This design comes from an exercise in tuning for small area and a short achievable clock period on the open sky130 flow, not from production work. At most, simulation tests tie the RTL to the original design; equivalence was not proved.

==> raven <==
Design pwl, start of the top module:
module pwl(
  input signed [13:0] x,
  input signed [13:0] x0,
  input signed [13:0] x1,
  input signed [13:0] x2,
  input signed [13:0] x3,
  input signed [13:0] x4,
  input signed [13:0] x5,
  input signed [13:0] x6,
  input signed [13:0] x7,
  input signed [13:0] x8,
  input signed [13:0] k0,
  input signed [13:0] k1,
  input signed [13:0] k2,
  input signed [13:0] k3,
  input signed [13:0] k4,
  input signed [13:0] k5,
  input signed [13:0] k6,
  input signed [13:0] k7,
  input signed [13:0] k8,
  input signed [13:0] k9,
  input signed [13:0] b0,
  input signed [13:0] b1,
  input signed [13:0] b2,
  input signed [13:0] b3,
  input signed [13:0] b4,
  input signed [13:0] b5,
  input signed [13:0] b6,
  input signed [13:0] b7,
  input signed [13:0] b8,
  input signed [13:0] b9,
  input clk,
  output reg signed [27:0] out
);
wire [8:0] ge;
wire [13:0] nx = ~x;
pwl_ge14 u_ge0(.nx(nx), .b(x0), .y(ge[0]));
pwl_ge14 u_ge1(.nx(nx), .b(x1), .y(ge[1]));
pwl_ge14 u_ge2(.nx(nx), .b(x2), .y(ge[2]));
pwl_ge14 u_ge3(.nx(nx), .b(x3), .y(ge[3]));
pwl_ge14 u_ge4(.nx(nx), .b(x4), .y(ge[4]));
pwl_ge14 u_ge5(.nx(nx), .b(x5), .y(ge[5]));
pwl_ge14 u_ge6(.nx(nx), .b(x6), .y(ge[6]));
pwl_ge14 u_ge7(.nx(nx), .b(x7), .y(ge[7]));
pwl_ge14 u_ge8(.nx(nx), .b(x8), .y(ge[8]));
wire [9:0] sel;
assign sel[0] = ~ge[8];
assign sel[1] = ge[8] & ~ge[7];
assign sel[2] = ge[7] & ~ge[6];
assign sel[3] = ge[6] & ~ge[5];
assign sel[4] = ge[5] & ~ge[4];
assign sel[5] = ge[4] & ~ge[3];
  ...
==> module pwl_ge14, before the edit <==
module pwl_ge14(input [13:0] nx, input [13:0] b, output y);
  wire [13:0] g, p;
  genvar i;
  generate for (i = 0; i < 13; i = i + 1) begin : bl
    pwl_nor2 ug(.a(nx[i]), .b(b[i]), .y(g[i]));
    pwl_nand2 up(.a(nx[i]), .b(b[i]), .y(p[i]));
  end endgenerate
  pwl_and2 ug13(.a(nx[13]), .b(b[13]), .y(g[13]));
  pwl_or2 up13(.a(nx[13]), .b(b[13]), .y(p[13]));
  wire [6:0] gn1, pn1;
  pwl_a21oi l1g0(.a1(p[1]), .a2(p[0]), .b1(g[1]), .y(gn1[0]));
  generate for (i = 1; i < 7; i = i + 1) begin : l1
    pwl_a21oi ug(.a1(p[2*i+1]), .a2(g[2*i]), .b1(g[2*i+1]), .y(gn1[i]));
    pwl_nand2 up(.a(p[2*i+1]), .b(p[2*i]), .y(pn1[i]));
  end endgenerate
  wire [3:0] g2, p2;
  pwl_o21ai l2g0(.a1(pn1[1]), .a2(gn1[0]), .b1(gn1[1]), .y(g2[0]));
  pwl_o21ai l2g1(.a1(pn1[3]), .a2(gn1[2]), .b1(gn1[3]), .y(g2[1]));
  pwl_nor2  l2p1(.a(pn1[3]), .b(pn1[2]), .y(p2[1]));
  pwl_o21ai l2g2(.a1(pn1[5]), .a2(gn1[4]), .b1(gn1[5]), .y(g2[2]));
  pwl_nor2  l2p2(.a(pn1[5]), .b(pn1[4]), .y(p2[2]));
  pwl_inv   l2g3(.a(gn1[6]), .y(g2[3]));
  pwl_inv   l2p3(.a(pn1[6]), .y(p2[3]));
  wire gn3_0, gn3_1, pn3_1;
  pwl_a21oi l3g0(.a1(p2[1]), .a2(g2[0]), .b1(g2[1]), .y(gn3_0));
  pwl_a21oi l3g1(.a1(p2[3]), .a2(g2[2]), .b1(g2[3]), .y(gn3_1));
  pwl_nand2 l3p1(.a(p2[3]), .b(p2[2]), .y(pn3_1));
  pwl_o21ai l4(.a1(pn3_1), .a2(gn3_0), .b1(gn3_1), .y(y));
endmodule
==> module pwl_nor2, before the edit <==
module pwl_nor2(input a, input b, output y); assign y = ~(a | b); endmodule
==> module pwl_nand2, before the edit <==
module pwl_nand2(input a, input b, output y); assign y = ~(a & b); endmodule
==> module pwl_and2, before the edit <==
module pwl_and2(input a, input b, output y); assign y = a & b; endmodule
==> module pwl_or2, before the edit <==
module pwl_or2(input a, input b, output y); assign y = a | b; endmodule
==> module pwl_inv, before the edit <==
module pwl_inv(input a, output y); assign y = ~a; endmodule
==> module pwl_a21oi, before the edit <==
module pwl_a21oi(input a1, input a2, input b1, output y); assign y = ~((a1 & a2) | b1); endmodule
==> module pwl_o21ai, before the edit <==
module pwl_o21ai(input a1, input a2, input b1, output y); assign y = ~((a1 | a2) & b1); endmodule
==> flow/config.mk <==
export PLATFORM = sky130hd
export DESIGN_NAME = pwl
export DESIGN_NICKNAME = pwl
export VERILOG_FILES = /design/flow/design.v
export SDC_FILE = /design/flow/constraint.sdc
export NUM_CORES = 4
export LEC_CHECK = 0
export CAP_MARGIN = 20
export CORE_MARGIN = 2
export CORE_UTILIZATION = 40
export CTS_BUF_LIST = sky130_fd_sc_hd__clkbuf_4 sky130_fd_sc_hd__clkbuf_8
export SLEW_MARGIN = 20
export SYNTH_HIERARCHICAL = 1
export BUFFER_PORTS_ARGS = -buffer_cell sky130_fd_sc_hd__buf_1
export REMOVE_ABC_BUFFERS = 1
export CTS_ARGS = -sink_clustering_enable -repair_clock_nets -dont_use_dummy_load -buf_list "sky130_fd_sc_hd__clkbuf_4 sky130_fd_sc_hd__clkbuf_8"
export SETUP_SLACK_MARGIN = 5.3
export PRE_FLOORPLAN_TCL = /design/flow/flow/downsize.tcl
==> flow/constraint.sdc <==
create_clock -name core_clock -period 9.0 [get_ports {clk}]
set_input_delay 1.8000 -clock core_clock [delete_from_list [all_inputs] [get_ports {clk}]]
set_output_delay 1.8000 -clock core_clock [all_outputs]
set_load 0.01 [all_outputs]
standard.sh (not shown) runs the stock make flow with config.mk's settings and CLKGATE_MAP_FILE= SYNTH_SCRIPT=/design/flow/synth_recipe.tcl, a recipe that flattens the netlist after the stock synthesis.
==> flow/flow/run.sh <==
#!/bin/bash
# Standard ORFS layout (the standard.sh) with these changes:
#  - port buffers use sky130_fd_sc_hd__buf_1 instead of the resizer's default choice;
#  - buffers left by synthesis are removed at floorplan (repair_design re-buffers as needed);
#  - before floorplan every combinational cell is swapped for the smallest-area cell of the
#    same function (flow/downsize.tcl); later timing/design repair upsizes where needed;
#  - clock tree synthesis adds no dummy loads;
#  - timing repair aims at a setup slack of 5.3 ns against the 9 ns clock.
set -euo pipefail
here=$(pwd)
cat >> config.mk <<EOC
export BUFFER_PORTS_ARGS = -buffer_cell sky130_fd_sc_hd__buf_1
export REMOVE_ABC_BUFFERS = 1
export CTS_ARGS = -sink_clustering_enable -repair_clock_nets -dont_use_dummy_load -buf_list "sky130_fd_sc_hd__clkbuf_4 sky130_fd_sc_hd__clkbuf_8"
export SETUP_SLACK_MARGIN = 5.3
export PRE_FLOORPLAN_TCL = $here/flow/downsize.tcl
EOC
bash standard.sh > standard_flow.log 2>&1
==> flow/flow/downsize.tcl <==
# Replace each combinational cell with the smallest-area cell of the same function
# (same name stem, other drive strength). Registers, adders and tie cells are kept.
set n 0
set saved 0.0
foreach inst [get_cells *] {
  set cell [get_lib_cells -of_objects $inst]
  set ref [get_name $cell]
  if {![regexp {^(sky130_fd_sc_hd__[a-z0-9]+)_([0-9]+)$} $ref -> stem drive]} { continue }
  if {[regexp {__(df|dl|sdf|edf|fa|ha|conb|tap|clk|fill|decap|diode)} $stem]} { continue }
  set best $ref
  set best_area [get_property $cell area]
  foreach cand [get_lib_cells ${stem}_*] {
    set cname [get_name $cand]
    if {![regexp "^${stem}_\[0-9\]+\$" $cname]} { continue }
    set a [get_property $cand area]
    if {$a < $best_area - 1e-6} { set best $cname; set best_area $a }
  }
  if {$best ne $ref} {
    set saved [expr {$saved + [get_property $cell area] - $best_area}]
    replace_cell $inst $best
    incr n
  }
}
puts "downsize: replaced $n cells, saved [format %.1f $saved] um2"
==> inputs of violet, as changes to raven <==
--- a/flow/design.v
+++ b/flow/design.v
@@ -584,36 +584,20 @@
   wire [13:0] g, p;
-  genvar i;
-  generate for (i = 0; i < 13; i = i + 1) begin : bl
-    pwl_nor2 ug(.a(nx[i]), .b(b[i]), .y(g[i]));
-    pwl_nand2 up(.a(nx[i]), .b(b[i]), .y(p[i]));
-  end endgenerate
-  pwl_and2 ug13(.a(nx[13]), .b(b[13]), .y(g[13]));
-  pwl_or2 up13(.a(nx[13]), .b(b[13]), .y(p[13]));
-  wire [6:0] gn1, pn1;
-  pwl_a21oi l1g0(.a1(p[1]), .a2(p[0]), .b1(g[1]), .y(gn1[0]));
-  generate for (i = 1; i < 7; i = i + 1) begin : l1
-    pwl_a21oi ug(.a1(p[2*i+1]), .a2(g[2*i]), .b1(g[2*i+1]), .y(gn1[i]));
-    pwl_nand2 up(.a(p[2*i+1]), .b(p[2*i]), .y(pn1[i]));
-  end endgenerate
-  wire [3:0] g2, p2;
-  pwl_o21ai l2g0(.a1(pn1[1]), .a2(gn1[0]), .b1(gn1[1]), .y(g2[0]));
-  pwl_o21ai l2g1(.a1(pn1[3]), .a2(gn1[2]), .b1(gn1[3]), .y(g2[1]));
-  pwl_nor2  l2p1(.a(pn1[3]), .b(pn1[2]), .y(p2[1]));
-  pwl_o21ai l2g2(.a1(pn1[5]), .a2(gn1[4]), .b1(gn1[5]), .y(g2[2]));
-  pwl_nor2  l2p2(.a(pn1[5]), .b(pn1[4]), .y(p2[2]));
-  pwl_inv   l2g3(.a(gn1[6]), .y(g2[3]));
-  pwl_inv   l2p3(.a(pn1[6]), .y(p2[3]));
-  wire gn3_0, gn3_1, pn3_1;
-  pwl_a21oi l3g0(.a1(p2[1]), .a2(g2[0]), .b1(g2[1]), .y(gn3_0));
-  pwl_a21oi l3g1(.a1(p2[3]), .a2(g2[2]), .b1(g2[3]), .y(gn3_1));
-  pwl_nand2 l3p1(.a(p2[3]), .b(p2[2]), .y(pn3_1));
-  pwl_o21ai l4(.a1(pn3_1), .a2(gn3_0), .b1(gn3_1), .y(y));
+  assign g[12:0] = ~(nx[12:0] | b[12:0]);
+  assign p[12:0] = ~(nx[12:0] & b[12:0]);
+  assign g[13] = nx[13] & b[13];
+  assign p[13] = nx[13] | b[13];
+  wire g10 = g[1] | (p[1] & p[0]);
+  wire g32 = g[3] | (p[3] & g[2]);  wire p32 = p[3] & p[2];
+  wire g54 = g[5] | (p[5] & g[4]);  wire p54 = p[5] & p[4];
+  wire g76 = g[7] | (p[7] & g[6]);  wire p76 = p[7] & p[6];
+  wire g98 = g[9] | (p[9] & g[8]);  wire p98 = p[9] & p[8];
+  wire gba = g[11] | (p[11] & g[10]); wire pba = p[11] & p[10];
+  wire gdc = g[13] | (p[13] & g[12]); wire pdc = p[13] & p[12];
+  wire g3_0 = g32 | (p32 & g10);
+  wire g7_4 = g76 | (p76 & g54); wire p7_4 = p76 & p54;
+  wire gb_8 = gba | (pba & g98); wire pb_8 = pba & p98;
+  wire g7_0 = g7_4 | (p7_4 & g3_0);
+  wire gd_8 = gdc | (pdc & gb_8); wire pd_8 = pdc & pb_8;
+  assign y = gd_8 | (pd_8 & g7_0);
 endmodule
-module pwl_nor2(input a, input b, output y); assign y = ~(a | b); endmodule
-module pwl_nand2(input a, input b, output y); assign y = ~(a & b); endmodule
-module pwl_and2(input a, input b, output y); assign y = a & b; endmodule
-module pwl_or2(input a, input b, output y); assign y = a | b; endmodule
-module pwl_inv(input a, output y); assign y = ~a; endmodule
-module pwl_a21oi(input a1, input a2, input b1, output y); assign y = ~((a1 & a2) | b1); endmodule
-module pwl_o21ai(input a1, input a2, input b1, output y); assign y = ~((a1 | a2) & b1); endmodule
 module pwl_sel10(input [9:0] s, input [9:0] d, output y);
--- a/flow/flow/run.sh
+++ b/flow/flow/run.sh
@@ -6,4 +6,3 @@
 #    same function (flow/downsize.tcl); later timing/design repair upsizes where needed;
-#  - clock tree synthesis adds no dummy loads;
-#  - timing repair aims at a setup slack of 5.3 ns against the 9 ns clock.
+#  - clock tree synthesis adds no dummy loads.
 set -euo pipefail
@@ -14,3 +13,2 @@
 export CTS_ARGS = -sink_clustering_enable -repair_clock_nets -dont_use_dummy_load -buf_list "sky130_fd_sc_hd__clkbuf_4 sky130_fd_sc_hd__clkbuf_8"
-export SETUP_SLACK_MARGIN = 5.3
 export PRE_FLOORPLAN_TCL = $here/flow/downsize.tcl
Settings changed: SETUP_SLACK_MARGIN 5.3 to 5.
==> flow_metrics.tcl <==
set metrics [dict create \
    status "complete, no violations" \
    cp.depth 11 \
    drive_above_1_share 0.0776 \
    post-route-util 0.530 \
    vias_per_cell 6.40 \
    met1_usage 0.547 \
    critPathMostFrequentCell "a222oi_1" \
]
-- figures above: violet

==> flow_metrics.tcl <==
set metrics [dict create \
    drc_errors 0 \
    vias_per_cell 5.86 \
    status "complete, no violations" \
    largest_reg_flops 47 \
    post-route-util 0.568 \
    drive_above_1_share 0.140 \
    setup_violations 0 \
    cp.depth 12 \
    grt_overflow_total 0 \
    met1_usage 0.473 \
    cp.arrival_ns 4.04 \
]
-- figures above: raven

No functional check of the RTL was part of raven.

-- static timing again, ports no longer ideal --
The flow's constraints put no driver on any port. The routed layouts listed below were extracted and timed again, unchanged, in two steps.
Step 1 (the two cells are an assumption about what drives the block):
set clk [get_ports {clk}]
set_driving_cell -lib_cell sky130_fd_sc_hd__clkbuf_16 $clk
set_driving_cell -lib_cell sky130_fd_sc_hd__buf_2 [delete_from_list [all_inputs] $clk]
Step 2, shift: input delay + t, output delay - t, t = (earliest + latest rising clock arrival at the registers) / 2. This alone moves slack from input paths to output paths.
a / b / c = ideal ports / drivers / drivers and shift; a / b = the first two.
run | t (ns) | setup slack, ns | worst setup path after step 2 | worst register clock-pin slew, ns
raven | 0.502 | 5.248 / 5.255 / 4.756 | input to register | 0.09 / 0.09
violet | 0.469 | 5.004 / 5.010 / 4.541 | input to register | 0.08 / 0.08
After both steps setup and hold are still met in every run listed. For raven, which loses most, drivers alone change the setup slack by +0.007 ns; drivers and shift together by -0.492 ns.
